Background: an optimization exercise with open tools, aiming at small area and a short achievable clock period. Do not read the settings as production practice. RTL that was checked went through simulation tests only; none was proved equivalent to the original. No functional check of the RTL was part of runs 5 to 8.

<file path="flow/design.v">
module shifter #(
  parameter int AMOUNT = 1
) (
  input  logic [15:0] shift_in,
  output logic [15:0] shift_out
);
  assign shift_out = (shift_in << AMOUNT) | (shift_in >> (16 - AMOUNT));
endmodule
module round (
  input  logic [15:0] x_in, y_in, key_in,
  output logic [15:0] x_out, y_out
);
  logic [15:0] s1, s2, s8;
  shifter #(1) S1 (x_in, s1);
  shifter #(8) S8 (x_in, s8);
  shifter #(2) S2 (x_in, s2);
  assign x_out = (s1 & s8) ^ s2 ^ (y_in ^ key_in);
  assign y_out = x_in;
endmodule
module key_gen (
  input  logic [63:0] key_in,
  input  logic        z,
  output logic [63:0] key_out
);
  logic [15:0] k0, k1, k3, t, t1, k3r;
  assign k0 = key_in[15:0];
  assign k1 = key_in[31:16];
  assign k3 = key_in[63:48];
  shifter #(13) R3 (k3, k3r);    
  assign t = k3r ^ k1;
  shifter #(15) R1 (t, t1);      
  assign key_out = {k0 ^ t ^ t1 ^ {14'h3fff, 1'b0, z}, key_in[63:16]};
endmodule
module simon32_64 (
	input  logic clk, reset,
	input  logic in_valid,
	output logic in_ready,
	input  logic [31:0] plaintext,
	input  logic [63:0] key,
	output logic out_valid,
	output logic [31:0] ciphertext
);
	localparam logic [31:0] Z = 32'hFA2561CD;
	logic        idle, done;
	logic [2:0]  cnt;
	logic [15:0] x, y;
	logic [63:0] k;
	logic [15:0] xr [0:4];
	logic [15:0] yr [0:4];
	logic [63:0] kr [0:4];
	logic [3:0]  zc;
	always_comb begin
		for (int j = 0; j < 4; j++)
			zc[j] = Z[31 - ((4 * cnt + j) & 31)];
	end
	assign xr[0] = x;
	assign yr[0] = y;
	assign kr[0] = k;
	generate
		genvar i;
		for (i = 0; i < 4; i++) begin : rounds
			round   r (xr[i], yr[i], kr[i][15:0], xr[i+1], yr[i+1]);
			key_gen g (kr[i], zc[i], kr[i+1]);
		end
	endgenerate
	always_ff @(posedge clk) begin
		if (idle) begin
			x   <= plaintext[31:16];
			y   <= plaintext[15:0];
			k   <= key;
			cnt <= 3'd0;
		end else begin
			x   <= xr[4];
			y   <= yr[4];
			k   <= kr[4];
			cnt <= cnt + 3'd1;
		end
	end
	always_ff @(posedge clk) begin
		if (reset) begin
			idle      <= 1'b1;
			out_valid <= 1'b0;
		end else begin
			idle      <= idle ? !in_valid : (cnt == 3'd7);
			out_valid <= !idle && (cnt == 3'd7);
		end
	end
	assign in_ready   = idle;
	assign ciphertext = {x, y};
endmodule
</file>
<file path="flow/run.sh">
#!/bin/bash
# synth_recipe.tcl (not shown) runs the flow's synth.tcl, then flattens the netlist and writes it again
# the make line also repeats each setting of config.mk as NAME=value (left out here)
make -C /OpenROAD-flow-scripts/flow DESIGN_CONFIG=/design/flow/config.mk WORK_HOME=/design/flow/orfs CLKGATE_MAP_FILE= SYNTH_SCRIPT=/design/flow/synth_recipe.tcl finish
</file>
<file path="flow/config.mk">
export PLATFORM = sky130hd
export DESIGN_NAME = simon32_64
export DESIGN_NICKNAME = simon32_64
export VERILOG_FILES = /design/flow/design.v
export SDC_FILE = /design/flow/constraint.sdc
export NUM_CORES = 4
export LEC_CHECK = 0
export CAP_MARGIN = 20
export CORE_MARGIN = 2
export CORE_UTILIZATION = 40
export SLEW_MARGIN = 20
</file>
<file path="flow/constraint.sdc">
create_clock -name core_clock -period 2.5 [get_ports {clk}]
set_input_delay 0.5000 -clock core_clock [delete_from_list [all_inputs] [get_ports {clk}]]
set_output_delay 0.5000 -clock core_clock [all_outputs]
set_load 0.01 [all_outputs]
</file>
==> impl_metrics.yaml, run 1 <==
route:
  avgViaCountPerCell: 4.90
  wl_per_cell_um: 22.0
  antenna_left: 0
  detail_route.wirelength_mm: 34.8
  vias: 7767
  detailedRoute.firstIterationViolations: 390
  drc: 0
  detailed_router_iteration_count_before_antenna_repair: 5
timing:
  layout_min_cycle_time_ns: 2.80
  setup_repair_after_global_routing_missed_its_margin: "true"
  final_critical_path_setup_slack_ns: -0.303
  timing.clock.skew_ns: 0.00923
  hold_viol_final: 0
  whs_ns: 0.516
  worst-slew-pin-transition_ns: 0.752
  min_period_over_period_pct: 112
  report.final.setup_viol: 33
  worst_relative_slew_slack_pct: 49.8
  finalMaxSlewViolations: 0
  clock.fmax_mhz: 357
worst_setup_path:
  cp-startpoint: "y[4]"
  reg2regPathDepth: 13
  critical_path_s_most_frequent_cell: "sky130_fd_sc_hd__buf_6"
  worst_r2r_startpoint: "y[4]"
  timing.critical_path.to: "x[5]"
  cpMaxStageDelayCell: "sky130_fd_sc_hd__xnor3_2"
  wp_depth: 13
  worst-endpoint-arrival_ns: 3.04
  critical_path_endpoint_category: "flop"
  critPathMaxFanout: 3
  critical_path.cell_chain: "xor2_2 > xnor3_2 > buf_6 > buf_6 > buf_6 > xor2_2 > xnor3_2 > buf_6 > buf_6 > a21oi_4 > nor4_4 > xnor3_1 > a21oi_1"
  worst-setup-path-type: "reg2reg"
  critPathRequiredTime_ns: 2.74
  crit_path_start_kind: "flop"
  rrSetupSlack_ns: -0.30
  worst_path_largest_cell_delay_ns: 0.42
  critical_path.top_delay_family: "XOR/XNOR gates"
  critical_path.n_buffers_inverters: 5
  critical_path.reg2reg.endpoint: "x[5]"
placement:
  place.gp.congestion: 0.973
  placedInstanceArea_um2: 12500
  dpl_worst_slack_ns: -0.696
  place_hpwl_mm: 27.6
  placed_cells_incl_taps: 1500
  port_buffers: 132
synth:
  synth_most_common_cell: "sky130_fd_sc_hd__xnor2_1"
  synth_enable_flop_cells: 0
  ys_top_cells_by_count: "sky130_fd_sc_hd__xnor2_1, sky130_fd_sc_hd__dfxtp_1, sky130_fd_sc_hd__nand2_1, sky130_fd_sc_hd__xor2_1, sky130_fd_sc_hd__xnor3_1"
  portion_of_synthesized_cell_area_occupied_by_the_leading_cell_type_pct: 24.1
  synth_seq_cells: 101
  synth.largest_area_cell: "sky130_fd_sc_hd__dfxtp_1"
  yosysWarnings: 7
  synth.cell_area_um2: 8390
  yosysUniqueCellTypes: 43
  synth_area_leaders: "sky130_fd_sc_hd__dfxtp_1, sky130_fd_sc_hd__xnor2_1, sky130_fd_sc_hd__xnor3_1"
  synth_cells: 830
  postSynthNetCount: 933
  avg_synthesized_cell_area_um2: 10.1
  asyncSetResetFlopFracSynth_pct: 0
  yosysSeqAreaShare_pct: 24.1
  yosys_most_used_dff: "sky130_fd_sc_hd__dfxtp_1"
final_layout:
  share_of_layout_cells_above_drive_strength_1_pct: 54.6
  final_cell_area_um2: 15200
  postLayoutCoreUtil_pct: 74.5
  fillerInstances: 1420
  finish.net_count: 1412
  n_antenna_cell: 0
  area_growth_pct: 81.5
  instances_no_fill: 1584
outcome:
  run_status: "complete, but fails checks"
  failed_checks: "negative setup slack"
die:
  height_of_the_chip_um: 149
  placement_rows: 52
  floorplan.initialDensity_pct: 41.1
  die_area_um2: 22100
  core-area_um2: 20400
  boundaryPins: 133
  chipWidth_um: 149
run:
  cap_viol_max_count: 0
clock_network:
  ctsHoldBuffers: 0
  cts_buffers: 9
  cts.root.buffer_cell: "sky130_fd_sc_hd__clkbuf_16"
  cts.htree.levels: 3
  tritoncts: "done"
  clk_latency_ns: 0.37
  cts_buffer_depth: 2
  clk_transition_reported_paths_ns: 0.08
  clock_sink_count: 101
worst_hold_path:
  worst_hold_path_type: "reg2reg"
  worstHoldStart: "cnt[0]"
global_routing:
  grt_antenna_before_repair: 0
  first_pass_grt_wire_length_mm: 49.2
  first_global_vias: 7977
  largest_net_degree_at_the_start_of_global_routing: 75
  globalRouteTotalUtil_pct: 31.2
  grt-ovfl-total: 0
-- per-stage QoR --
step / setup TNS [ns]
floorplan: -0.350
global placement: -13.76
detailed placement: -14.10
CTS: -3.47
global route: -8.11
finish: -5.09
-- placed cells by master, fill, tap and decap left out, types with 4 or more instances in the layout --
| master | n |
|---|---|
| sky130_fd_sc_hd__buf_4 | 321 |
| sky130_fd_sc_hd__xnor2_1 | 143 |
| sky130_fd_sc_hd__clkdlybuf4s50_1 | 132 |
| sky130_fd_sc_hd__nand2_1 | 88 |
| sky130_fd_sc_hd__xnor2_2 | 61 |
| sky130_fd_sc_hd__xor2_1 | 58 |
| sky130_fd_sc_hd__buf_6 | 53 |
| sky130_fd_sc_hd__dfxtp_2 | 38 |
| sky130_fd_sc_hd__dfxtp_1 | 38 |
| sky130_fd_sc_hd__xnor3_2 | 36 |
| sky130_fd_sc_hd__xor2_2 | 31 |
| sky130_fd_sc_hd__xnor3_1 | 30 |
| sky130_fd_sc_hd__mux2_2 | 29 |
| sky130_fd_sc_hd__xnor2_4 | 27 |
| sky130_fd_sc_hd__dfxtp_4 | 25 |
| sky130_fd_sc_hd__o21ai_0 | 23 |
| sky130_fd_sc_hd__o21ai_1 | 18 |
| sky130_fd_sc_hd__and3_4 | 13 |
| sky130_fd_sc_hd__nor4_4 | 13 |
| sky130_fd_sc_hd__nor2_1 | 12 |
| sky130_fd_sc_hd__o31ai_1 | 12 |
| sky130_fd_sc_hd__clkbuf_16 | 9 |
| sky130_fd_sc_hd__nand2_2 | 8 |
| sky130_fd_sc_hd__a21oi_1 | 8 |
| sky130_fd_sc_hd__a21oi_4 | 7 |
| sky130_fd_sc_hd__buf_12 | 7 |
| sky130_fd_sc_hd__xor2_4 | 6 |
| sky130_fd_sc_hd__a21oi_2 | 6 |
| sky130_fd_sc_hd__nand2_4 | 5 |
| sky130_fd_sc_hd__xor3_1 | 5 |
| sky130_fd_sc_hd__ha_1 | 4 |
-- state kept, by name (all words and copies together), names as in the netlist --
signal and flops:
cnt 3, k 64, out_valid 1, y 16
idle 1, x 16
-- worst register-to-register path: stages (launching register included) --
cell,delay (ns)
sky130_fd_sc_hd__dfxtp_4,0.37
sky130_fd_sc_hd__xor2_2,0.18
sky130_fd_sc_hd__xnor3_2,0.41
sky130_fd_sc_hd__buf_6,0.14
sky130_fd_sc_hd__buf_6,0.11
sky130_fd_sc_hd__buf_6,0.12
sky130_fd_sc_hd__xor2_2,0.15
sky130_fd_sc_hd__xnor3_2,0.42
sky130_fd_sc_hd__buf_6,0.14
sky130_fd_sc_hd__buf_6,0.11
sky130_fd_sc_hd__a21oi_4,0.22
sky130_fd_sc_hd__nor4_4,0.08
sky130_fd_sc_hd__xnor3_1,0.19
sky130_fd_sc_hd__a21oi_1,0.06
-- logic make-up (layout without fill, tap and decap cells) --
| logic type | Yosys count | after routing | share of synthesized area, % |
|---|---|---|---|
| XOR/XNOR | 399 | 399 | 54.4 |
| AND/OR/NAND/NOR | 158 | 158 | 8.41 |
| flip-flops | 101 | 101 | 24.1 |
| AO/OA/AOI/OAI | 85 | 85 | 5.67 |
| buffers and inverters | 49 | 533 | 2.25 |
| multiplexers | 34 | 34 | 4.58 |
| adder cells (fa/ha/maj) | 4 | 4 | 0.597 |
-- metal layers --
| metal | track usage, % | wire length (um) | part of all wire [%] |
|---|---|---|---|
| met1 | 38.2 | 14200 | 41 |
| met2 | 53.8 | 16900 | 49 |
| met3 | 4.19 | 1540 | 4.4 |
| met4 | 15.9 | 2200 | 6.3 |
| met5 | 0 | 0 | 0 |
-- worst min path at each step --
stage,to,slack (ns),cells past startpoint
final,cnt[0],0.52,2
after global routing,cnt[0],0.55,2
after CTS,cnt[0],0.57,2
after detailed placement,cnt[0],0.55,2
after global placement,cnt[0],0.55,2
after floorplan,cnt[0],0.43,1
-- repair_timing --
action | CTS | global route
gates resized for setup | 266 | 134
buffers inserted | 40 | 38
pin swaps | 95 | 69
endpoints found under the hold margin | 0 | 0
endpoints found under the setup margin | 53 | 50
gates cloned | 0 | 0
-- area by class of cell --
cell class                      instances  area, um^2  area share, %
Clock inverter                          6        55.1          0.362
Clock buffer                           10         229           1.50
Tap cell                              270         338           2.22
Timing Repair Buffer                  513        4470           29.3
Inverter                                4        15.0         0.0986
Sequential cell                       101        2160           14.2
Multi-Input combinational cell        680        7960           52.3
==> run 2: changes to the inputs <==
--- a/flow/design.v
+++ b/flow/design.v
@@ -43,35 +43,43 @@
 	localparam logic [31:0] Z = 32'hFA2561CD;
-	logic        idle, done;
-	logic [2:0]  cnt;
-	logic [15:0] x, y;
-	logic [63:0] k;
-	logic [15:0] xr [0:4];
-	logic [15:0] yr [0:4];
-	logic [63:0] kr [0:4];
-	logic [3:0]  zc;
+	logic [15:0] xa, ya, xb, yb;
+	logic [63:0] ka, kb;
+	logic [2:0]  ma, mb;
+	logic        va, free_b;
+	logic        ld;
+	logic [15:0] xab [0:2], yab [0:2], xba [0:2], yba [0:2];
+	logic [63:0] kab [0:2], kba [0:2];
+	logic [1:0]  zab, zba;
 	always_comb begin
-		for (int j = 0; j < 4; j++)
-			zc[j] = Z[31 - ((4 * cnt + j) & 31)];
+		for (int j = 0; j < 2; j++) begin
+			zab[j] = Z[31 - (4 * ma + j)];
+			zba[j] = Z[31 - (4 * mb + 2 + j)];
+		end
 	end
-	assign xr[0] = x;
-	assign yr[0] = y;
-	assign kr[0] = k;
+	assign xab[0] = xa;  assign yab[0] = ya;  assign kab[0] = ka;
+	assign xba[0] = xb;  assign yba[0] = yb;  assign kba[0] = kb;
 	generate
 		genvar i;
-		for (i = 0; i < 4; i++) begin : rounds
-			round   r (xr[i], yr[i], kr[i][15:0], xr[i+1], yr[i+1]);
-			key_gen g (kr[i], zc[i], kr[i+1]);
+		for (i = 0; i < 2; i++) begin : rounds
+			round   rab (xab[i], yab[i], kab[i][15:0], xab[i+1], yab[i+1]);
+			key_gen gab (kab[i], zab[i], kab[i+1]);
+			round   rba (xba[i], yba[i], kba[i][15:0], xba[i+1], yba[i+1]);
+			key_gen gba (kba[i], zba[i], kba[i+1]);
 		end
 	endgenerate
+	assign ld = in_valid && free_b;
 	always_ff @(posedge clk) begin
-		if (idle) begin
-			x   <= plaintext[31:16];
-			y   <= plaintext[15:0];
-			k   <= key;
-			cnt <= 3'd0;
+		xb <= xab[2];
+		yb <= yab[2];
+		kb <= kab[2];
+		mb <= ma;
+		if (ld) begin
+			xa <= plaintext[31:16];
+			ya <= plaintext[15:0];
+			ka <= key;
+			ma <= 3'd0;
 		end else begin
-			x   <= xr[4];
-			y   <= yr[4];
-			k   <= kr[4];
-			cnt <= cnt + 3'd1;
+			xa <= xba[2];
+			ya <= yba[2];
+			ka <= kba[2];
+			ma <= mb + 3'd1;
 		end
@@ -80,11 +88,13 @@
 		if (reset) begin
-			idle      <= 1'b1;
+			va        <= 1'b0;
+			free_b    <= 1'b1;
 			out_valid <= 1'b0;
 		end else begin
-			idle      <= idle ? !in_valid : (cnt == 3'd7);
-			out_valid <= !idle && (cnt == 3'd7);
+			va        <= ld || (!free_b && mb != 3'd7);
+			free_b    <= !va;
+			out_valid <= !free_b && mb == 3'd7;
 		end
 	end
-	assign in_ready   = idle;
-	assign ciphertext = {x, y};
+	assign in_ready   = free_b;
+	assign ciphertext = {xa, ya};
 endmodule
--- a/flow/config.mk
+++ b/flow/config.mk
@@ -9,3 +9,5 @@
 export CORE_MARGIN = 2
-export CORE_UTILIZATION = 40
+export CORE_UTILIZATION = 60
+export CTS_BUF_LIST = sky130_fd_sc_hd__clkbuf_4 sky130_fd_sc_hd__clkbuf_8
+export SETUP_SLACK_MARGIN = 1.0
 export SLEW_MARGIN = 20
==> impl_metrics.yaml, run 2 <==
synth:
  synth.largest_area_cell: "sky130_fd_sc_hd__dfxtp_1"
  synth_most_common_cell: "sky130_fd_sc_hd__xnor2_1"
  portion_of_synthesized_cell_area_occupied_by_the_leading_cell_type_pct: 43.6
  synth_enable_flop_cells: 0
  ys_top_cells_by_count: "sky130_fd_sc_hd__xnor2_1, sky130_fd_sc_hd__dfxtp_1, sky130_fd_sc_hd__nand2_1, sky130_fd_sc_hd__nor2_1, sky130_fd_sc_hd__xor2_1"
  asyncSetResetFlopFracSynth_pct: 0
  synth_cells: 961
  synth_seq_cells: 201
  avg_synthesized_cell_area_um2: 9.61
  yosys_most_used_dff: "sky130_fd_sc_hd__dfxtp_1"
  postSynthNetCount: 1066
  yosysUniqueCellTypes: 22
  synth.cell_area_um2: 9230
  yosysWarnings: 13
  synth_area_leaders: "sky130_fd_sc_hd__dfxtp_1, sky130_fd_sc_hd__xnor2_1, sky130_fd_sc_hd__nand2_1"
  yosysSeqAreaShare_pct: 43.6
outcome:
  first_error: "[ERROR DPL-0038] Utilization greater than 100%, impossible to legalize"
  failed_at: "5_1_grt"
  run_status: "did not finish"
placement:
  place_hpwl_mm: 21.0
  place.gp.congestion: 1.00
  port_buffers: 132
clock_network:
  cts.htree.levels: 2
  clock_sink_count: 201
  cts_buffer_depth: 3
  cts_buffers: 34
  cts.root.buffer_cell: "sky130_fd_sc_hd__clkbuf_8"
timing:
  endpoint_type: "register data pin"
  grt-worst-endpoint: "ka[62]$_DFF_P_/D"
die:
  floorplan.initialDensity_pct: 61.0
  chipWidth_um: 128
  boundaryPins: 133
  placement_rows: 45
  height_of_the_chip_um: 128
global_routing:
  largest_net_degree_at_the_start_of_global_routing: 82
run 2: cell count changes after synthesis, moves of 14 or more:
cell                       delta
sky130_fd_sc_hd__and3_1      -14
sky130_fd_sc_hd__clkbuf_1    -20
sky130_fd_sc_hd__dfxtp_1    +100
sky130_fd_sc_hd__mux2_2      -31
sky130_fd_sc_hd__nand2_1     +92
sky130_fd_sc_hd__nor2_1      +71
sky130_fd_sc_hd__nor4_1      -14
sky130_fd_sc_hd__xnor2_1     +90
sky130_fd_sc_hd__xnor3_1     -57
sky130_fd_sc_hd__xor2_1      -39
run 2: kinds of logic after synthesis:
logic type / synth area share, %
DFF: 43.6
muxes: 0.108
adders and majority gates: 0.813
buffers and inverters: 1.10
AOI/OAI and AO/OA: 2.57
and+or+nand+nor: 11.8
xor gates and xnor gates: 40.0
run 2: what timing repair did:
action                                 in CTS
setup buffers                              72
endpoints found under the hold margin       0
setup endpoints to repair                 106
pin swaps                                 112
hold buffers                                0
resized for setup                         462
run 2: worst max-delay path by stage:
stage	cells after the start	to	from	slack [ns]
CTS	7	ka[60]	mb[0]	0.74
detailed placement	7	ka[59]	kb[30]	0.40
global placement	7	ka[59]	kb[30]	0.43
floorplan	6	ka[48]	kb[4]	0.86
run 2: per-stage QoR:
| step | utilization [%] | instance area [um^2] | cells | setup slack, ns |
|---|---|---|---|---|
| 3_5_place_dp | 72.4 | 11000 | 1267 | 0.403 |
| 2_1_floorplan | - | 9400 | 961 | 0.861 |
| 3_3_place_gp | 72.4 | 11000 | 1267 | 0.430 |
| 4_1_cts | 90.2 | 13700 | 1400 | 0.744 |
==> run 3: changes to the inputs <==
--- a/flow/config.mk
+++ b/flow/config.mk
@@ -9,4 +9,3 @@
 export CORE_MARGIN = 2
-export CORE_UTILIZATION = 60
-export CTS_BUF_LIST = sky130_fd_sc_hd__clkbuf_4 sky130_fd_sc_hd__clkbuf_8
+export CORE_UTILIZATION = 40
 export SETUP_SLACK_MARGIN = 1.0
==> impl_metrics.yaml, run 3 <==
route:
  detailedRoute.firstIterationViolations: 380
  detail_route.wirelength_mm: 31.6
  wl_per_cell_um: 20.6
  detailed_router_iteration_count_before_antenna_repair: 5
  vias: 7181
  antenna_left: 0
  avgViaCountPerCell: 4.69
  drc: 0
synth:
  yosys_most_used_dff: "sky130_fd_sc_hd__dfxtp_1"
  synth_area_leaders: "sky130_fd_sc_hd__dfxtp_1, sky130_fd_sc_hd__xnor2_1, sky130_fd_sc_hd__nand2_1"
  synth_cells: 961
  portion_of_synthesized_cell_area_occupied_by_the_leading_cell_type_pct: 43.6
  postSynthNetCount: 1066
  synth.cell_area_um2: 9230
  synth_most_common_cell: "sky130_fd_sc_hd__xnor2_1"
  yosysWarnings: 13
  asyncSetResetFlopFracSynth_pct: 0
  ys_top_cells_by_count: "sky130_fd_sc_hd__xnor2_1, sky130_fd_sc_hd__dfxtp_1, sky130_fd_sc_hd__nand2_1, sky130_fd_sc_hd__nor2_1, sky130_fd_sc_hd__xor2_1"
  synth.largest_area_cell: "sky130_fd_sc_hd__dfxtp_1"
  synth_seq_cells: 201
  yosysUniqueCellTypes: 22
  avg_synthesized_cell_area_um2: 9.61
  yosysSeqAreaShare_pct: 43.6
  synth_enable_flop_cells: 0
die:
  die_area_um2: 24300
  core-area_um2: 22600
  boundaryPins: 133
  height_of_the_chip_um: 156
  placement_rows: 55
  chipWidth_um: 156
  floorplan.initialDensity_pct: 40.8
clock_network:
  clk_latency_ns: 0.51
  clock_sink_count: 201
  cts.root.buffer_cell: "sky130_fd_sc_hd__clkbuf_16"
  tritoncts: "done"
  clk_transition_reported_paths_ns: 0.06
  cts.htree.levels: 1
  ctsHoldBuffers: 0
  cts_buffers: 22
  cts_buffer_depth: 3
final_layout:
  share_of_layout_cells_above_drive_strength_1_pct: 46.1
  area_growth_pct: 64.2
  finish.net_count: 1337
  fillerInstances: 1693
  postLayoutCoreUtil_pct: 67.0
  largest_registers: "ka: 64 flops, kb: 64 flops"
  layout.cells.most_common: "sky130_fd_sc_hd__nand2_1"
  layout_common_cells: "sky130_fd_sc_hd__nand2_1, sky130_fd_sc_hd__xnor2_1, sky130_fd_sc_hd__xnor2_2, sky130_fd_sc_hd__buf_4, sky130_fd_sc_hd__clkdlybuf4s50_1"
  n_antenna_cell: 0
worst_setup_path:
  critical_path.n_buffers_inverters: 0
  cpMaxStageDelayCell: "sky130_fd_sc_hd__xnor3_2"
  critical_path_endpoint_category: "flop"
  worst_path_largest_cell_delay_ns: 0.40
  critPathMaxFanout: 2
  worst-setup-path-type: "reg2reg"
  critical_path.cell_chain: "xnor2_4 > xnor3_2 > xnor2_2 > xor2_1 > xnor2_1 > o21ai_1"
  critical_path.top_delay_family: "XOR/XNOR gates"
  critPathRequiredTime_ns: 2.89
  worst-endpoint-arrival_ns: 2.16
  crit_path_start_kind: "flop"
placement:
  place_hpwl_mm: 22.6
  dpl_worst_slack_ns: 0.504
  place.gp.congestion: 0.951
  port_buffers: 132
timing:
  hold_viol_final: 0
  layout_min_cycle_time_ns: 1.77
  worst-slew-pin-transition_ns: 0.543
  report.final.setup_viol: 0
  timing.clock.skew_ns: 0.0104
  worst_relative_slew_slack_pct: 63.7
  finalMaxSlewViolations: 0
  fin_setup_tns_ns: 0
  final_critical_path_setup_slack_ns: 0.728
  clock.fmax_mhz: 564
  setup_repair_after_global_routing_missed_its_margin: "true"
  min_period_over_period_pct: 70.9
outcome:
  run_status: "finished clean"
global_routing:
  first_global_vias: 7125
  grt_antenna_before_repair: 0
  largest_net_degree_at_the_start_of_global_routing: 45
  globalRouteTotalUtil_pct: 25.1
  grt-ovfl-total: 0
  first_pass_grt_wire_length_mm: 44.1
  groute.layer.met1.usage_pct: 33.2
  top_usage_layer: "met2"
  groute.layer.met3.usage_pct: 4.92
  grt_util_met2_pct: 40.5
run:
  cap_viol_max_count: 0
worst_hold_path:
  worst_hold_path_type: "reg2reg"
[run 3: layout make-up]
class                      instances  area [um^2]  share of cell area [%]
sequential                       201         4390                    29.0
tap                              285          357                    2.35
multi-input combinational        734         7240                    47.8
clock inverter                     3         15.0                  0.0990
timing repair buffer             269         2460                    16.3
inverter                           4         15.0                  0.0990
clock buffer                      35          671                    4.42
[run 3: path summary, 6_finish.rpt]
check / end / cells past startpoint / slack, ns / startpoint
max: ka[61] / 6 / 0.73 / kb[52]
min: mb[0] / 0 / 0.35 / ma[0]
max reg2reg: ka[61] / 6 / 0.73 / kb[52]
min reg2reg: mb[0] / 0 / 0.35 / ma[0]
[run 3: per-stage QoR]
step                std cells  cell area, um^2  hold WS [ns]
detailed placement       1370            11100         0.343
floorplan                 961             9400         0.335
global route             1531            15200         0.363
CTS                      1493            13800         0.353
finish                   1531            15200         0.350
global placement         1370            11100         0.342
[run 3: timing repair]
item / 4_1_cts / 5_1_grt
buffers inserted: 85 / 38
gates resized for setup: 451 / 203
endpoints found under the setup margin: 107 / 87
pin swaps: 108 / 145
[run 3: cell families after synthesis]
family	after synthesis	synth area share (%)
muxes	1	0.108
AOI/OAI and AO/OA	46	2.57
DFF	201	43.6
buffers and inverters	26	1.10
and+or+nand+nor	285	11.8
adders and majority gates	6	0.813
xor gates and xnor gates	396	40.0
[run 3: routing by layer]
| layer | routed length (um) | share of wire (%) | vias to the layer above |
|---|---|---|---|
| met5 | 0 | 0 | - |
| met4 | 1110 | 3.5 | 0 |
| met3 | 1900 | 6.0 | 53 |
| met2 | 15200 | 48 | 229 |
| met1 | 13400 | 42 | 3399 |
| li1 | - | - | 3500 |
==> run 4: changes to the inputs <==
--- a/flow/config.mk
+++ b/flow/config.mk
@@ -10,3 +10,2 @@
 export CORE_UTILIZATION = 40
-export SETUP_SLACK_MARGIN = 1.0
 export SLEW_MARGIN = 20
==> impl_metrics.yaml, run 4 <==
outcome:
  run_status: "finished clean"
worst_setup_path:
  crit_path_start_kind: "flop"
  worst_r2r_startpoint: "mb[0]"
  worst-endpoint-arrival_ns: 1.72
  critical_path.top_delay_family: "buffers and inverters"
  critPathMaxFanout: 5
  critical_path.n_buffers_inverters: 1
  cpMaxStageDelayCell: "sky130_fd_sc_hd__clkdlybuf4s50_1"
  worst_path_largest_cell_delay_ns: 0.62
  cp-startpoint: "xa[10]"
  critical_path_endpoint_category: "primary output"
  worst-setup-path-type: "reg2out"
  critPathRequiredTime_ns: 2.00
  critical_path.cell_chain: "clkdlybuf4s50_1"
clock_network:
  clock_sink_count: 201
  tritoncts: "done"
  cts.repair.resized: 0
  clk_transition_reported_paths_ns: 0.05
  cts.htree.levels: 1
  cts_buffer_depth: 3
  ctsHoldBuffers: 0
  clk_latency_ns: 0.51
  cts.root.buffer_cell: "sky130_fd_sc_hd__clkbuf_16"
  cts_buffers: 23
  post_cts.repair.setup_buffers: 0
die:
  core-area_um2: 22600
  height_of_the_chip_um: 156
  placement_rows: 55
  boundaryPins: 133
  floorplan.initialDensity_pct: 40.8
  chipWidth_um: 156
  die_area_um2: 24300
synth:
  ys_top_cells_by_count: "sky130_fd_sc_hd__xnor2_1, sky130_fd_sc_hd__dfxtp_1, sky130_fd_sc_hd__nand2_1, sky130_fd_sc_hd__nor2_1, sky130_fd_sc_hd__xor2_1"
  synth_enable_flop_cells: 0
  synth.cell_area_um2: 9230
  synth_seq_cells: 201
  yosysUniqueCellTypes: 22
  portion_of_synthesized_cell_area_occupied_by_the_leading_cell_type_pct: 43.6
  synth_cells: 961
  postSynthNetCount: 1066
  synth.largest_area_cell: "sky130_fd_sc_hd__dfxtp_1"
  synth_most_common_cell: "sky130_fd_sc_hd__xnor2_1"
  yosysWarnings: 13
  avg_synthesized_cell_area_um2: 9.61
  yosysSeqAreaShare_pct: 43.6
  yosys_most_used_dff: "sky130_fd_sc_hd__dfxtp_1"
  synth_area_leaders: "sky130_fd_sc_hd__dfxtp_1, sky130_fd_sc_hd__xnor2_1, sky130_fd_sc_hd__nand2_1"
  asyncSetResetFlopFracSynth_pct: 0
route:
  drc: 0
  vias: 6506
  wl_per_cell_um: 19.7
  detail_route.wirelength_mm: 27.7
  detailed_router_iteration_count_before_antenna_repair: 4
  avgViaCountPerCell: 4.61
  antenna_left: 0
  detailedRoute.firstIterationViolations: 356
global_routing:
  largest_net_degree_at_the_start_of_global_routing: 60
  globalRouteTotalUtil_pct: 23.0
  grt_antenna_before_repair: 0
  first_pass_grt_wire_length_mm: 40.6
  first_global_vias: 6542
  grt-ovfl-total: 0
placement:
  port_buffers: 132
  place.gp.congestion: 0.913
  placedInstanceArea_um2: 11000
  place_hpwl_mm: 22.6
timing:
  clock.fmax_mhz: 450
  worst_relative_slew_slack_pct: 59.1
  worst-slew-pin-transition_ns: 0.608
  setup_repair_after_global_routing_missed_its_margin: "false"
  min_period_over_period_pct: 88.9
  report.final.setup_viol: 0
  finalMaxSlewViolations: 0
  fin_setup_tns_ns: 0
  timing.clock.skew_ns: 0.0109
  hold_viol_final: 0
  layout_min_cycle_time_ns: 2.22
worst_hold_path:
  worst_hold_path_type: "reg2reg"
  worstHoldStart: "ka[40]"
final_layout:
  area_growth_pct: 26.4
  layout.cells.most_common: "sky130_fd_sc_hd__xnor2_1"
  n_antenna_cell: 0
  final_cell_area_um2: 11700
  share_of_layout_cells_above_drive_strength_1_pct: 6.04
  layout_common_cells: "sky130_fd_sc_hd__xnor2_1, sky130_fd_sc_hd__dfxtp_1, sky130_fd_sc_hd__nand2_1, sky130_fd_sc_hd__clkdlybuf4s50_1, sky130_fd_sc_hd__nor2_1"
  finish.net_count: 1218
  largest_registers: "ka: 64 flops, kb: 64 flops"
run:
  cap_viol_max_count: 0
-- run 4: cell types whose count changed in the layout (fill, tap and decap cells not counted), sizes merged --
cell,previous run,this run
buf,171,17
clkbuf,35,33
clkdlybuf4s50,98,132
clkinv,3,5
-- run 4: through the flow --
| step | instances | utilization, % | hold slack, ns | worst slack (ns) |
|---|---|---|---|---|
| finish | 1411 | 51.6 | 0.361 | 0.277 |
| global route | 1411 | 51.6 | 0.370 | 0.224 |
| CTS | 1411 | 51.6 | 0.361 | 0.244 |
| detailed placement | 1373 | 48.6 | 0.354 | 0.458 |
| global placement | 1373 | 48.6 | 0.352 | 0.505 |
| floorplan | 961 | - | 0.337 | 0.717 |
-- run 4: metal layers --
metal	GRT usage (%)	vias to the layer above	wire (um)
met2	37.8	189	12700
met1	31.7	3008	12900
li1	-	3260	-
met5	0	-	0
met3	3.11	49	1390
met4	6.90	0	799
-- run 4: path summary, 6_finish.rpt --
path	to	slack [ns]	cells past startpoint
setup / recovery	ciphertext[26]	0.28	1
hold reg to reg	kb[8]	0.36	0
setup reg to reg	ka[60]	0.46	7
hold / removal	kb[8]	0.36	0
-- run 4: logic make-up after synthesis --
logic type	Yosys count	share of synthesized area (%)
compound gates	46	2.57
fa+ha+maj	6	0.813
mux	1	0.108
xor+xnor	396	40.0
simple gates	285	11.8
flops	201	43.6
buf+inv	26	1.10
-- run 4: layout make-up --
class | instances | area [um^2]
clock buffer | 33 | 653
clock inverter | 5 | 25.0
fill | 2117 | 11000
inverter | 4 | 15.0
multi-input combinational | 734 | 5110
sequential | 201 | 4020
tap | 285 | 357
timing repair buffer | 149 | 1490
==> run 5: changes to the inputs <==
==> flow/design.v (replaced) <==
module shifter #(
  parameter int AMOUNT = 1
) (
  input  logic [15:0] shift_in,
  output logic [15:0] shift_out
);
  assign shift_out = (shift_in << AMOUNT) | (shift_in >> (16 - AMOUNT));
endmodule
module round (
  input  logic [15:0] x_in, w_in, k1, k2,
  output logic [15:0] x_out, w_out
);
  logic [15:0] a1, a2, a8, x1, b1, b2, b8;
  shifter #(1) A1 (x_in, a1);
  shifter #(8) A8 (x_in, a8);
  shifter #(2) A2 (x_in, a2);
  assign x1 = (a1 & a8) ^ (a2 ^ w_in);
  shifter #(1) B1 (x1, b1);
  shifter #(8) B8 (x1, b8);
  shifter #(2) B2 (x1, b2);
  assign x_out = (b1 & b8) ^ (b2 ^ (x_in ^ k1));
  assign w_out = x1 ^ k2;
endmodule
module key_gen (
  input  logic [63:0] key_in,
  input  logic        z0, z1,
  output logic [63:0] key_out
);
  logic [15:0] k0, k1, k2, k3, k4, k5, p, q, p3, p4, k1r, k2r, k3r3, k3r4, k3r6, k3r8;
  assign k0 = key_in[15:0];
  assign k1 = key_in[31:16];
  assign k2 = key_in[47:32];
  assign k3 = key_in[63:48];
  shifter #(15) R1a (k1, k1r);       
  shifter #(15) R1b (k2, k2r);       
  shifter #(13) R3  (k3, k3r3);      
  shifter #(12) R4  (k3, k3r4);      
  shifter #(10) R6  (k3, k3r6);      
  shifter #(8)  R8  (k3, k3r8);      
  assign p  = k0 ^ k1 ^ k1r ^ {14'h3fff, 1'b0, z0};
  assign q  = k3r3 ^ k3r4;
  assign k4 = p ^ q;
  shifter #(13) P3 (p, p3);          
  shifter #(12) P4 (p, p4);          
  assign k5 = (p3 ^ p4) ^ ((k1 ^ k2 ^ k2r ^ {14'h3fff, 1'b0, z1}) ^ (k3r6 ^ k3r8));
  assign key_out = {k5, k4, k3, k2};
endmodule
module simon32_64 (
	input  logic clk, reset,
	input  logic in_valid,
	output logic in_ready,
	input  logic [31:0] plaintext,
	input  logic [63:0] key,
	output logic out_valid,
	output logic [31:0] ciphertext
);
	localparam logic [2:0] FIRST = 3'b110;
	localparam logic [2:0] LAST  = 3'b101;
	logic [15:0] xa, wa, xb, wb;
	logic [63:0] ka, kb;
	logic [2:0]  ca, cb, cb_next;
	logic [1:0]  zb;
	logic        va, free_b, ld, last_b;
	logic [15:0] xab, wab, xba, wba;
	logic [63:0] kab, kba;
	always_comb begin
		case (cb)
			3'b110:  begin zb = 2'b11; cb_next = 3'b100; end
			3'b100:  begin zb = 2'b10; cb_next = 3'b000; end
			3'b000:  begin zb = 2'b10; cb_next = 3'b010; end
			3'b010:  begin zb = 2'b01; cb_next = 3'b011; end
			3'b011:  begin zb = 2'b10; cb_next = 3'b001; end
			3'b001:  begin zb = 2'b01; cb_next = 3'b111; end
			3'b111:  begin zb = 2'b00; cb_next = 3'b101; end
			default: begin zb = 2'b01; cb_next = 3'b110; end
		endcase
	end
	assign last_b = (cb == LAST);
	round   rab (xa, wa, ka[31:16], ka[47:32], xab, wab);
	key_gen gab (ka, ca[2], ca[1], kab);
	round   rba (xb, wb, kb[31:16], kb[47:32] & {16{!last_b}}, xba, wba);
	key_gen gba (kb, zb[1], zb[0], kba);
	assign ld = in_valid && free_b;
	always_ff @(posedge clk) begin
		xb <= xab;
		wb <= wab;
		kb <= kab;
		cb <= ca;
		if (ld) begin
			xa <= plaintext[31:16];
			wa <= plaintext[15:0] ^ key[15:0];
			ka <= key;
			ca <= FIRST;
		end else begin
			xa <= xba;
			wa <= wba;
			ka <= kba;
			ca <= cb_next;
		end
	end
	always_ff @(posedge clk) begin
		if (reset) begin
			va        <= 1'b0;
			free_b    <= 1'b1;
			out_valid <= 1'b0;
		end else begin
			va        <= ld || (!free_b && !last_b);
			free_b    <= !va;
			out_valid <= !free_b && last_b;
		end
	end
	assign in_ready   = free_b;
	assign ciphertext = {xa, wa};
endmodule
--- a/flow/config.mk
+++ b/flow/config.mk
@@ -10,2 +10,3 @@
 export CORE_UTILIZATION = 40
+export SETUP_SLACK_MARGIN = 0.5
 export SLEW_MARGIN = 20
==> impl_metrics.yaml, run 5 <==
outcome:
  run_status: "finished clean"
global_routing:
  grt_antenna_before_repair: 0
  largest_net_degree_at_the_start_of_global_routing: 59
  globalRouteTotalUtil_pct: 23.6
  grt-ovfl-total: 0
  first_global_vias: 7104
  first_pass_grt_wire_length_mm: 45.5
run:
  cap_viol_max_count: 0
final_layout:
  layout_common_cells: "sky130_fd_sc_hd__xnor2_1, sky130_fd_sc_hd__dfxtp_1, sky130_fd_sc_hd__nand2_1, sky130_fd_sc_hd__clkdlybuf4s50_1, sky130_fd_sc_hd__xor2_1"
  postLayoutCoreUtil_pct: 51.1
  share_of_layout_cells_above_drive_strength_1_pct: 6.37
  largest_registers: "ka: 64 flops, kb: 64 flops"
  finish.net_count: 1294
  layout.cells.most_common: "sky130_fd_sc_hd__xnor2_1"
  area_growth_pct: 25.2
  fillerInstances: 2327
clock_network:
  cts_buffers: 23
  cts.root.buffer_cell: "sky130_fd_sc_hd__clkbuf_16"
  ctsHoldBuffers: 0
  clk_latency_ns: 0.52
  clk_transition_reported_paths_ns: 0.06
  clock_sink_count: 201
  cts.htree.levels: 1
  cts_buffer_depth: 3
  tritoncts: "done"
worst_setup_path:
  critical_path.top_delay_family: "buffers and inverters"
  cp-startpoint: "xa[0]"
  crit_path_start_kind: "flop"
  worst-endpoint-arrival_ns: 1.49
  critical_path.cell_chain: "clkdlybuf4s50_1"
  critical_path_endpoint_category: "primary output"
  worst-setup-path-type: "reg2out"
  critical_path.n_buffers_inverters: 1
  worst_path_largest_cell_delay_ns: 0.56
  cpMaxStageDelayCell: "sky130_fd_sc_hd__clkdlybuf4s50_1"
  critPathRequiredTime_ns: 2.00
  worst_r2r_startpoint: "cb[1]"
  critPathMaxFanout: 5
synth:
  yosys_most_used_dff: "sky130_fd_sc_hd__dfxtp_1"
  synth_enable_flop_cells: 0
  ys_top_cells_by_count: "sky130_fd_sc_hd__xnor2_1, sky130_fd_sc_hd__dfxtp_1, sky130_fd_sc_hd__nand2_1, sky130_fd_sc_hd__xor2_1, sky130_fd_sc_hd__nor2_1"
  portion_of_synthesized_cell_area_occupied_by_the_leading_cell_type_pct: 40.3
  synth-compound-area-share_pct: 3.60
  synth_seq_cells: 201
  asyncSetResetFlopFracSynth_pct: 0
  postSynthNetCount: 1168
  avg_synthesized_cell_area_um2: 9.39
  synth_cells: 1065
  yosysUniqueCellTypes: 24
  synth_adder_area_share_pct: 0.501
  synth.largest_area_cell: "sky130_fd_sc_hd__dfxtp_1"
  synth-simple-area-share_pct: 9.55
  synth_most_common_cell: "sky130_fd_sc_hd__xnor2_1"
  synth_area_leaders: "sky130_fd_sc_hd__dfxtp_1, sky130_fd_sc_hd__xnor2_1, sky130_fd_sc_hd__xor2_1"
  yosysSeqAreaShare_pct: 40.3
  synth_top_family_by_area: "XOR/XNOR gates"
  synth_xor_xnor_area_share_pct: 44.3
  yosysWarnings: 1
  synth.cell_area_um2: 10000
  synth.area.mux_share_pct: 0.113
route:
  vias: 7106
  antenna_left: 0
  detail_route.wirelength_mm: 30.8
  detailedRoute.firstIterationViolations: 566
  drc: 0
  detailed_router_iteration_count_before_antenna_repair: 5
  avgViaCountPerCell: 4.64
  wl_per_cell_um: 20.1
timing:
  timing.clock.skew_ns: 0.0132
  clock.fmax_mhz: 503
  report.final.setup_viol: 0
  layout_min_cycle_time_ns: 1.99
  min_period_over_period_pct: 79.5
  worst_relative_slew_slack_pct: 49.6
  worst-slew-pin-transition_ns: 0.751
  fin_setup_tns_ns: 0
  setup_repair_after_global_routing_missed_its_margin: "true"
  finalMaxSlewViolations: 0
  hold_viol_final: 0
  final_critical_path_setup_slack_ns: 0.512
placement:
  place.gp.congestion: 0.866
  place_hpwl_mm: 24.5
  port_buffers: 132
  dpl_worst_slack_ns: 0.588
die:
  height_of_the_chip_um: 162
  core-area_um2: 24500
  floorplan.initialDensity_pct: 40.9
  placement_rows: 57
  die_area_um2: 26300
  boundaryPins: 133
  chipWidth_um: 162
worst_hold_path:
  worstHoldStart: "ca[0]"
  worst_hold_path_type: "reg2reg"
[run 5: cell type report]
class	instances	area, um^2	area share [%]
well taps	324	405	3.24
clock buffers	34	667	5.33
multi-input cells	820	5830	46.6
repair buffers	141	1430	11.4
clock inverters	8	93.8	0.750
diodes	1	2.50	0.0200
flip-flops and latches	201	4070	32.6
inverters	4	15.0	0.120
[run 5: through the flow]
step	hold slack [ns]	cell area [um^2]	instances
5_1_grt	0.344	12500	1532
2_1_floorplan	0.310	10000	1065
4_1_cts	0.329	12500	1532
3_5_place_dp	0.314	11700	1490
3_3_place_gp	0.312	11700	1490
6_report	0.327	12500	1533
[run 5: path summary, 6_finish.rpt]
kind	end	slack, ns	cells after the start
min reg2reg	cb[0]	0.33	0
max reg2reg	ka[32]	0.61	7
min	cb[0]	0.33	0
max	ciphertext[16]	0.51	1
[run 5: timing repair]
action / in CTS / in global routing
setup endpoints to repair: 21 / 9
setup buffers: 0 / 0
resized for setup: 30 / 9
[run 5: routing by layer]
metal	routed length, um	track usage, %	up-vias
met2	14100	38.6	196
li1	-	-	3532
met4	892	6.72	0
met3	1480	2.94	46
met5	0	0	-
met1	14300	32.7	3332
[run 5: cell families (layout without fill, tap and decap cells)]
logic type / after synthesis / count (layout)
AO/OA/AOI/OAI: 69 / 69
other: 0 / 1
XOR/XNOR: 495 / 495
flip-flops: 201 / 201
multiplexers: 1 / 1
adder cells (fa/ha/maj): 4 / 4
AND/OR/NAND/NOR: 251 / 251
buffers and inverters: 44 / 187
==> run 6: changes to the inputs <==
--- a/flow/config.mk
+++ b/flow/config.mk
@@ -10,3 +10,2 @@
 export CORE_UTILIZATION = 40
-export SETUP_SLACK_MARGIN = 0.5
 export SLEW_MARGIN = 20
==> impl_metrics.yaml, run 6 <==
die:
  placement_rows: 57
  boundaryPins: 133
  chipWidth_um: 162
  floorplan.initialDensity_pct: 40.9
  height_of_the_chip_um: 162
  core-area_um2: 24500
  die_area_um2: 26300
synth:
  ys_top_cells_by_count: "sky130_fd_sc_hd__xnor2_1, sky130_fd_sc_hd__dfxtp_1, sky130_fd_sc_hd__nand2_1, sky130_fd_sc_hd__xor2_1, sky130_fd_sc_hd__nor2_1"
  synth_enable_flop_cells: 0
  synth_seq_cells: 201
  avg_synthesized_cell_area_um2: 9.39
  yosys_most_used_dff: "sky130_fd_sc_hd__dfxtp_1"
  yosysUniqueCellTypes: 24
  yosysSeqAreaShare_pct: 40.3
  yosysWarnings: 1
  synth_area_leaders: "sky130_fd_sc_hd__dfxtp_1, sky130_fd_sc_hd__xnor2_1, sky130_fd_sc_hd__xor2_1"
  synth.largest_area_cell: "sky130_fd_sc_hd__dfxtp_1"
  synth_most_common_cell: "sky130_fd_sc_hd__xnor2_1"
  synth_cells: 1065
  asyncSetResetFlopFracSynth_pct: 0
  synth.cell_area_um2: 10000
  portion_of_synthesized_cell_area_occupied_by_the_leading_cell_type_pct: 40.3
  postSynthNetCount: 1168
final_layout:
  combined_area_of_the_multi_input_logic_cells_um2: 5810
  fillerInstances: 2339
  layout.cells.most_common: "sky130_fd_sc_hd__xnor2_1"
  layout_common_cells: "sky130_fd_sc_hd__xnor2_1, sky130_fd_sc_hd__dfxtp_1, sky130_fd_sc_hd__nand2_1, sky130_fd_sc_hd__clkdlybuf4s50_1, sky130_fd_sc_hd__xor2_1"
  area.sequential_um2: 4020
  share_of_layout_cells_above_drive_strength_1_pct: 4.64
  postLayoutCoreUtil_pct: 50.8
  instances_no_fill: 1533
  area_growth_pct: 24.4
  finish.net_count: 1294
  largest_registers: "ka: 64 flops, kb: 64 flops"
clock_network:
  cts.repair.resized: 0
  post_cts.repair.setup_buffers: 0
  clk_latency_ns: 0.52
  cts_buffers: 23
  clock_sink_count: 201
  cts.root.buffer_cell: "sky130_fd_sc_hd__clkbuf_16"
  ctsHoldBuffers: 0
  clk_transition_reported_paths_ns: 0.06
  tritoncts: "done"
  cts.htree.levels: 1
  cts_buffer_depth: 3
worst_setup_path:
  worst_r2r_startpoint: "cb[1]"
  critPathMaxFanout: 5
  critPathRequiredTime_ns: 2.00
  worst_path_largest_cell_delay_ns: 0.62
  reg2regPathDepth: 7
  critical_path.cell_chain: "clkdlybuf4s50_1"
  worst-setup-path-type: "reg2out"
  wp_depth: 1
  worst-endpoint-arrival_ns: 1.73
  rrSetupSlack_ns: 0.58
  critical_path.top_delay_family: "buffers and inverters"
  crit_path_start_kind: "flop"
  critical_path.n_buffers_inverters: 1
  cpMaxStageDelayCell: "sky130_fd_sc_hd__clkdlybuf4s50_1"
  critical_path_endpoint_category: "primary output"
  critical_path.reg2reg.endpoint: "ka[32]"
route:
  avgViaCountPerCell: 4.65
  antenna_left: 0
  detailed_router_iteration_count_before_antenna_repair: 5
  detailedRoute.firstIterationViolations: 578
  wl_per_cell_um: 20.1
  detail_route.wirelength_mm: 30.8
  vias: 7132
  drc: 0
timing:
  setup_repair_after_global_routing_missed_its_margin: "false"
  fin_setup_tns_ns: 0
  clock.fmax_mhz: 449
  finalMaxSlewViolations: 0
  worst_relative_slew_slack_pct: 49.5
  whs_ns: 0.327
  timing.clock.skew_ns: 0.0121
  worst-slew-pin-transition_ns: 0.753
  layout_min_cycle_time_ns: 2.23
  hold_viol_final: 0
  min_period_over_period_pct: 89.0
  report.final.setup_viol: 0
placement:
  place.gp.congestion: 0.866
  port_buffers: 132
  placed_cells_incl_taps: 1490
  place_hpwl_mm: 24.5
global_routing:
  first_pass_grt_wire_length_mm: 45.5
  grt_antenna_before_repair: 0
  grt-ovfl-total: 0
  first_global_vias: 7101
  globalRouteTotalUtil_pct: 23.6
  largest_net_degree_at_the_start_of_global_routing: 59
worst_hold_path:
  worstHoldStart: "ca[0]"
  hold-path-endpoint: "cb[0]"
  min_path_cells: 0
  worst_hold_path_type: "reg2reg"
outcome:
  run_status: "finished clean"
run:
  cap_viol_max_count: 0
[run 6: layout make-up]
type | instances | area share [%]
Antenna cell | 1 | 0.0201
Clock buffer | 34 | 5.36
Clock inverter | 8 | 0.755
Inverter | 4 | 0.121
Multi-Input combinational cell | 820 | 46.8
Sequential cell | 201 | 32.4
Tap cell | 324 | 3.26
Timing Repair Buffer | 141 | 11.4
[run 6: metrics by stage]
| step | setup WS (ns) | cell area (um^2) |
|---|---|---|
| 3_3_place_gp | 0.642 | 11700 |
| 4_1_cts | 0.234 | 12400 |
| 2_1_floorplan | 0.730 | 10000 |
| 3_5_place_dp | 0.588 | 11700 |
| 5_1_grt | 0.235 | 12400 |
| 6_report | 0.275 | 12400 |
[run 6: per-layer routing]
layer,up-vias,global-route usage (%),wire (um)
met4,0,6.72,901
met2,196,38.6,14100
met3,46,2.94,1430
li1,3530,-,-
met1,3360,32.7,14500
met5,-,0,0
[run 6: cell families (layout without fill, tap and decap cells)]
kind of cell,count (synthesis),count (layout),synth area share [%]
flops,201,201,40.3
compound gates,69,69,3.60
fa+ha+maj,4,4,0.501
mux,1,1,0.113
other cells,0,1,0
xor+xnor,495,495,44.3
simple gates,251,251,9.55
buf+inv,44,187,1.66
[run 6: worst max path at each step]
stage,from,end
3_5_place_dp,cb[1],ka[32]
5_1_grt,xa[6],ciphertext[22]
6_report,xa[6],ciphertext[22]
3_3_place_gp,cb[1],ka[32]
2_1_floorplan,cb[1],ka[32]
4_1_cts,xa[0],ciphertext[16]
[run 6: worst reg2reg max path, stage by stage (launching register included)]
cell	delay, ns
sky130_fd_sc_hd__dfxtp_1	0.42
sky130_fd_sc_hd__inv_1	0.10
sky130_fd_sc_hd__ha_1	0.32
sky130_fd_sc_hd__inv_1	0.06
sky130_fd_sc_hd__a221oi_2	0.33
sky130_fd_sc_hd__xnor3_1	0.46
sky130_fd_sc_hd__nor2_1	0.09
sky130_fd_sc_hd__nor2_1	0.04
==> run 7: changes to the inputs <==
==> flow/flow/run.sh (new file) <==
#!/bin/bash
# Standard layout, with the port buffers made from plain buffers instead of
# the delay cells buffer_ports picks by default.
set -euo pipefail
export BUFFER_PORTS_ARGS="-buffer_cell sky130_fd_sc_hd__buf_2"
bash standard.sh finish > standard_finish.log 2>&1
==> flow/standard.sh (new file) <==
#!/bin/bash
# synth_recipe.tcl (not shown) runs the flow's synth.tcl, then flattens the netlist and writes it again
# the make line also repeats each setting of config.mk as NAME=value (left out here)
make -C /OpenROAD-flow-scripts/flow DESIGN_CONFIG=/design/flow/config.mk WORK_HOME=/design/flow/orfs CLKGATE_MAP_FILE= SYNTH_SCRIPT=/design/flow/synth_recipe.tcl "${@:-finish}"
--- a/flow/config.mk
+++ b/flow/config.mk
@@ -10,2 +10,3 @@
 export CORE_UTILIZATION = 40
+export SETUP_SLACK_MARGIN = 0.5
 export SLEW_MARGIN = 20
removed: flow/run.sh
==> impl_metrics.yaml, run 7 <==
final_layout:
  layout.cells.most_common: "sky130_fd_sc_hd__xnor2_1"
  instances_no_fill: 1525
  share_of_layout_cells_above_drive_strength_1_pct: 15.1
  fillerInstances: 2375
  largest_registers: "ka: 64 flops, kb: 64 flops"
  area_growth_pct: 17.1
  layout_common_cells: "sky130_fd_sc_hd__xnor2_1, sky130_fd_sc_hd__dfxtp_1, sky130_fd_sc_hd__nand2_1, sky130_fd_sc_hd__buf_2, sky130_fd_sc_hd__xor2_1"
  final_cell_area_um2: 11700
  area.sequential_um2: 4020
  combined_area_of_the_multi_input_logic_cells_um2: 5830
  postLayoutCoreUtil_pct: 47.9
  n_antenna_cell: 0
  finish.net_count: 1291
clock_network:
  cts.htree.levels: 1
  post_cts.repair.setup_buffers: 0
  tritoncts: "done"
  ctsHoldBuffers: 0
  cts_buffer_depth: 3
  cts.root.buffer_cell: "sky130_fd_sc_hd__clkbuf_16"
  clk_transition_reported_paths_ns: 0.06
  cts.repair.resized: 0
  clock_sink_count: 201
  clk_latency_ns: 0.51
  cts_buffers: 22
route:
  antenna_left: 0
  detailedRoute.firstIterationViolations: 425
  drc: 0
  detailed_router_iteration_count_before_antenna_repair: 5
  avgViaCountPerCell: 4.64
  vias: 7081
  wl_per_cell_um: 19.7
  detail_route.wirelength_mm: 30.1
synth:
  synth_seq_cells: 201
  portion_of_synthesized_cell_area_occupied_by_the_leading_cell_type_pct: 40.3
  yosysWarnings: 1
  asyncSetResetFlopFracSynth_pct: 0
  synth.cell_area_um2: 10000
  avg_synthesized_cell_area_um2: 9.39
  synth.largest_area_cell: "sky130_fd_sc_hd__dfxtp_1"
  synth_cells: 1065
  postSynthNetCount: 1168
  yosysUniqueCellTypes: 24
  yosysSeqAreaShare_pct: 40.3
  synth_area_leaders: "sky130_fd_sc_hd__dfxtp_1, sky130_fd_sc_hd__xnor2_1, sky130_fd_sc_hd__xor2_1"
  synth_most_common_cell: "sky130_fd_sc_hd__xnor2_1"
  synth_enable_flop_cells: 0
  yosys_most_used_dff: "sky130_fd_sc_hd__dfxtp_1"
  ys_top_cells_by_count: "sky130_fd_sc_hd__xnor2_1, sky130_fd_sc_hd__dfxtp_1, sky130_fd_sc_hd__nand2_1, sky130_fd_sc_hd__xor2_1, sky130_fd_sc_hd__nor2_1"
worst_setup_path:
  critical_path_endpoint_category: "flop"
  worst-endpoint-arrival_ns: 2.28
  critPathRequiredTime_ns: 2.88
  critical_path.top_delay_family: "XOR/XNOR gates"
  worst_path_largest_cell_delay_ns: 0.39
  worst-setup-path-type: "reg2reg"
  crit_path_start_kind: "flop"
  cpMaxStageDelayCell: "sky130_fd_sc_hd__dfxtp_1"
  critPathMaxFanout: 4
  critical_path.cell_chain: "inv_1 > ha_1 > nor3b_1 > a221oi_4 > xnor2_2 > xnor2_1 > a21oi_1"
  critical_path.n_buffers_inverters: 1
  rrSetupSlack_ns: 0.60
run:
  cap_viol_max_count: 0
placement:
  port_buffers: 132
  place.gp.congestion: 0.905
  placedInstanceArea_um2: 11000
  placed_cells_incl_taps: 1488
  place_hpwl_mm: 24.1
timing:
  hold_viol_final: 0
  clock.fmax_mhz: 527
  layout_min_cycle_time_ns: 1.90
  report.final.setup_viol: 0
  setup_repair_after_global_routing_missed_its_margin: "true"
  finalMaxSlewViolations: 0
  timing.clock.skew_ns: 0.0110
  worst-slew-pin-transition_ns: 0.845
  worst_relative_slew_slack_pct: 43.3
  min_period_over_period_pct: 75.9
  fin_setup_tns_ns: 0
die:
  boundaryPins: 133
  placement_rows: 57
  height_of_the_chip_um: 162
  die_area_um2: 26300
  chipWidth_um: 162
  floorplan.initialDensity_pct: 40.9
  core-area_um2: 24500
outcome:
  run_status: "finished clean"
global_routing:
  grt-ovfl-total: 0
  largest_net_degree_at_the_start_of_global_routing: 59
  globalRouteTotalUtil_pct: 23.1
  grt_antenna_before_repair: 0
  first_pass_grt_wire_length_mm: 44.6
  first_global_vias: 7190
worst_hold_path:
  worst_hold_path_type: "in2reg"
## run 7: cell counts after synthesis
Identical to the previous run, type by type.
## run 7: metrics by stage
step / worst slack (ns) / hold WS [ns]
global placement: 0.640 / 0.313
floorplan: 0.730 / 0.310
global route: 0.461 / 0.186
finish: 0.603 / 0.185
CTS: 0.606 / 0.174
detailed placement: 0.610 / 0.312
## run 7: cell families after synthesis
group | share of synthesized area (%)
compound gates | 3.60
buf+inv | 1.66
flops | 40.3
fa+ha+maj | 0.501
mux | 0.113
xor+xnor | 44.3
simple gates | 9.55
## run 7: layout make-up
class / count / share of cell area (%)
well taps: 324 / 3.46
clock inverters: 5 / 0.427
multi-input cells: 820 / 49.7
flip-flops and latches: 201 / 34.4
clock buffers: 32 / 5.46
inverters: 4 / 0.128
repair buffers: 139 / 6.41
## run 7: tightest hold or removal path, stage by stage
cell,delay (ns)
sky130_fd_sc_hd__buf_2,0.08
sky130_fd_sc_hd__nand2_1,0.04
sky130_fd_sc_hd__nand2_1,0.04
## run 7: path summary, 6_finish.rpt
kind	from	endpoint	cells after the start
worst max register to register	cb[0]	ka[61]	7
worst min-delay path	key[24]	ka[24]	3
worst min register to register	ca[0]	cb[0]	0
worst max-delay path	cb[0]	ka[61]	7
## run 7: per-layer routing
| layer | part of all wire (%) | track usage, % | wire length [um] | vias to the layer above |
|---|---|---|---|---|
| met4 | 1.9 | 4.87 | 560 | 0 |
| met3 | 5.2 | 3.27 | 1570 | 37 |
| li1 | - | - | - | 3519 |
| met1 | 47 | 32.2 | 14200 | 3341 |
| met5 | 0 | 0 | 0 | - |
| met2 | 46 | 38.1 | 13800 | 184 |
==> run 8: changes to the inputs <==
--- a/flow/config.mk
+++ b/flow/config.mk
@@ -10,3 +10,2 @@
 export CORE_UTILIZATION = 40
-export SETUP_SLACK_MARGIN = 0.5
 export SLEW_MARGIN = 20
==> impl_metrics.yaml, run 8 <==
final_layout:
  area_growth_pct: 17.0
  n_antenna_cell: 0
  layout.cells.most_common: "sky130_fd_sc_hd__xnor2_1"
  postLayoutCoreUtil_pct: 47.8
  finish.net_count: 1291
  layout_common_cells: "sky130_fd_sc_hd__xnor2_1, sky130_fd_sc_hd__dfxtp_1, sky130_fd_sc_hd__nand2_1, sky130_fd_sc_hd__buf_2, sky130_fd_sc_hd__xor2_1"
  share_of_layout_cells_above_drive_strength_1_pct: 15.1
  largest_registers: "ka: 64 flops, kb: 64 flops"
  area.sequential_um2: 4020
  fillerInstances: 2376
  combined_area_of_the_multi_input_logic_cells_um2: 5810
worst_setup_path:
  critical_path.top_delay_family: "XOR/XNOR gates"
  cp-startpoint: "cb[0]"
  reg2regPathDepth: 7
  wp_depth: 7
  worst-endpoint-arrival_ns: 2.29
  critical_path.cell_chain: "inv_1 > ha_1 > inv_1 > a221oi_2 > xnor3_1 > nor2_1 > nor2_1"
  cpMaxStageDelayCell: "sky130_fd_sc_hd__xnor3_1"
  critical_path_endpoint_category: "flop"
  critPathMaxFanout: 4
  crit_path_start_kind: "flop"
  critPathRequiredTime_ns: 2.90
  worst_r2r_startpoint: "cb[0]"
  critical_path.n_buffers_inverters: 2
  worst_path_largest_cell_delay_ns: 0.45
  worst-setup-path-type: "reg2reg"
clock_network:
  ctsHoldBuffers: 0
  cts.root.buffer_cell: "sky130_fd_sc_hd__clkbuf_16"
  cts_buffer_depth: 3
  post_cts.repair.setup_buffers: 0
  cts.htree.levels: 1
  clock_sink_count: 201
  cts_buffers: 22
  clk_transition_reported_paths_ns: 0.06
  clk_latency_ns: 0.51
  tritoncts: "done"
  cts.repair.resized: 0
timing:
  layout_min_cycle_time_ns: 1.89
  min_period_over_period_pct: 75.6
  fin_setup_tns_ns: 0
  worst-slew-pin-transition_ns: 0.840
  report.final.setup_viol: 0
  whs_ns: 0.186
  clock.fmax_mhz: 529
  hold_viol_final: 0
  finalMaxSlewViolations: 0
  setup_repair_after_global_routing_missed_its_margin: "false"
  timing.clock.skew_ns: 0.0101
  worst_relative_slew_slack_pct: 43.6
worst_hold_path:
  worst_hold_path_type: "in2reg"
  worstHoldStart: "reset"
  min_path_cells: 2
die:
  floorplan.initialDensity_pct: 40.9
  chipWidth_um: 162
  core-area_um2: 24500
  die_area_um2: 26300
  placement_rows: 57
  height_of_the_chip_um: 162
  boundaryPins: 133
synth:
  yosysUniqueCellTypes: 24
  synth.largest_area_cell: "sky130_fd_sc_hd__dfxtp_1"
  synth_cells: 1065
  yosysWarnings: 1
  synth_most_common_cell: "sky130_fd_sc_hd__xnor2_1"
  yosysSeqAreaShare_pct: 40.3
  ys_top_cells_by_count: "sky130_fd_sc_hd__xnor2_1, sky130_fd_sc_hd__dfxtp_1, sky130_fd_sc_hd__nand2_1, sky130_fd_sc_hd__xor2_1, sky130_fd_sc_hd__nor2_1"
  portion_of_synthesized_cell_area_occupied_by_the_leading_cell_type_pct: 40.3
  postSynthNetCount: 1168
  synth.cell_area_um2: 10000
  synth_enable_flop_cells: 0
  synth_area_leaders: "sky130_fd_sc_hd__dfxtp_1, sky130_fd_sc_hd__xnor2_1, sky130_fd_sc_hd__xor2_1"
  yosys_most_used_dff: "sky130_fd_sc_hd__dfxtp_1"
  asyncSetResetFlopFracSynth_pct: 0
  synth_seq_cells: 201
  avg_synthesized_cell_area_um2: 9.39
global_routing:
  largest_net_degree_at_the_start_of_global_routing: 59
  grt_antenna_before_repair: 0
  globalRouteTotalUtil_pct: 23.1
  first_global_vias: 7190
  grt-ovfl-total: 0
  first_pass_grt_wire_length_mm: 44.6
route:
  avgViaCountPerCell: 4.64
  detailed_router_iteration_count_before_antenna_repair: 4
  vias: 7074
  wl_per_cell_um: 19.7
  detailedRoute.firstIterationViolations: 427
  detail_route.wirelength_mm: 30.0
  antenna_left: 0
  drc: 0
placement:
  place.gp.congestion: 0.905
  port_buffers: 132
  place_hpwl_mm: 24.1
outcome:
  run_status: "finished clean"
run:
  cap_viol_max_count: 0
[run 8: worst paths after layout]
path	slack, ns	endpoint
max	0.61	ka[32]
min	0.19	va
max reg2reg	0.61	ka[32]
min reg2reg	0.33	cb[0]
[run 8: per-stage QoR]
stage | instance area [um^2] | instances | worst slack, ns
floorplan | 10000 | 1065 | 0.730
global placement | 11000 | 1488 | 0.640
detailed placement | 11000 | 1488 | 0.610
CTS | 11700 | 1525 | 0.606
global route | 11700 | 1525 | 0.489
finish | 11700 | 1525 | 0.609
[run 8: metal layers]
layer | share of wire (%) | GRT usage (%)
met5 | 0 | 0
met4 | 1.9 | 4.87
met3 | 4.8 | 3.27
met2 | 46 | 38.1
met1 | 47 | 32.2
[run 8: layout make-up]
cell class,count,share of cell area (%)
clock inverters,5,0.428
multi-input cells,820,49.7
well taps,324,3.47
flip-flops and latches,201,34.4
repair buffers,139,6.42
clock buffers,32,5.47
inverters,4,0.128
[run 8: logic make-up after synthesis]
family,Yosys count,synth area share [%]
multiplexers,1,0.113
XOR/XNOR,495,44.3
adder cells (fa/ha/maj),4,0.501
flip-flops,201,40.3
AO/OA/AOI/OAI,69,3.60
buffers and inverters,44,1.66
AND/OR/NAND/NOR,251,9.55

[port drivers added, routing unchanged]
In the flow no input, the clock included, has a driving cell. The finished layouts below were timed again as built, in two steps. Step 1: set_driving_cell puts a clkbuf_16 on clk and a buf_2 on each other input, an assumption about the parent block. Step 2, shift: input delay + t, output delay - t, t = (earliest + latest rising clock arrival at the registers) / 2. This alone moves slack from input paths to output paths. Three values: no drivers, after step 1, after step 2; two values: the first two.
| run | t, ns | setup slack, ns | latest minus earliest clock arrival (ns) | worst slew at a driven data input, ns |
|---|---|---|---|---|
| run 1 | 0.410 | -0.303 / -0.303 / -0.303 | 0.010 / 0.010 | 0.05 |
| run 3 | 0.552 | 0.728 / 0.728 / 0.488 | 0.011 / 0.011 | 0.05 |
| run 4 | 0.548 | 0.277 / 0.230 / 0.458 | 0.011 / 0.011 | 0.05 |
| run 5 | 0.558 | 0.512 / 0.466 / 0.609 | 0.015 / 0.014 | 0.05 |
| run 6 | 0.556 | 0.275 / 0.229 / 0.578 | 0.013 / 0.013 | 0.05 |
| run 7 | 0.548 | 0.603 / 0.603 / 0.603 | 0.012 / 0.012 | 0.03 |
| run 8 | 0.548 | 0.609 / 0.609 / 0.609 | 0.011 / 0.011 | 0.03 |
The setup slack of run 3, which loses most, moves by 0.000 ns with the drivers and by -0.240 ns with both steps.
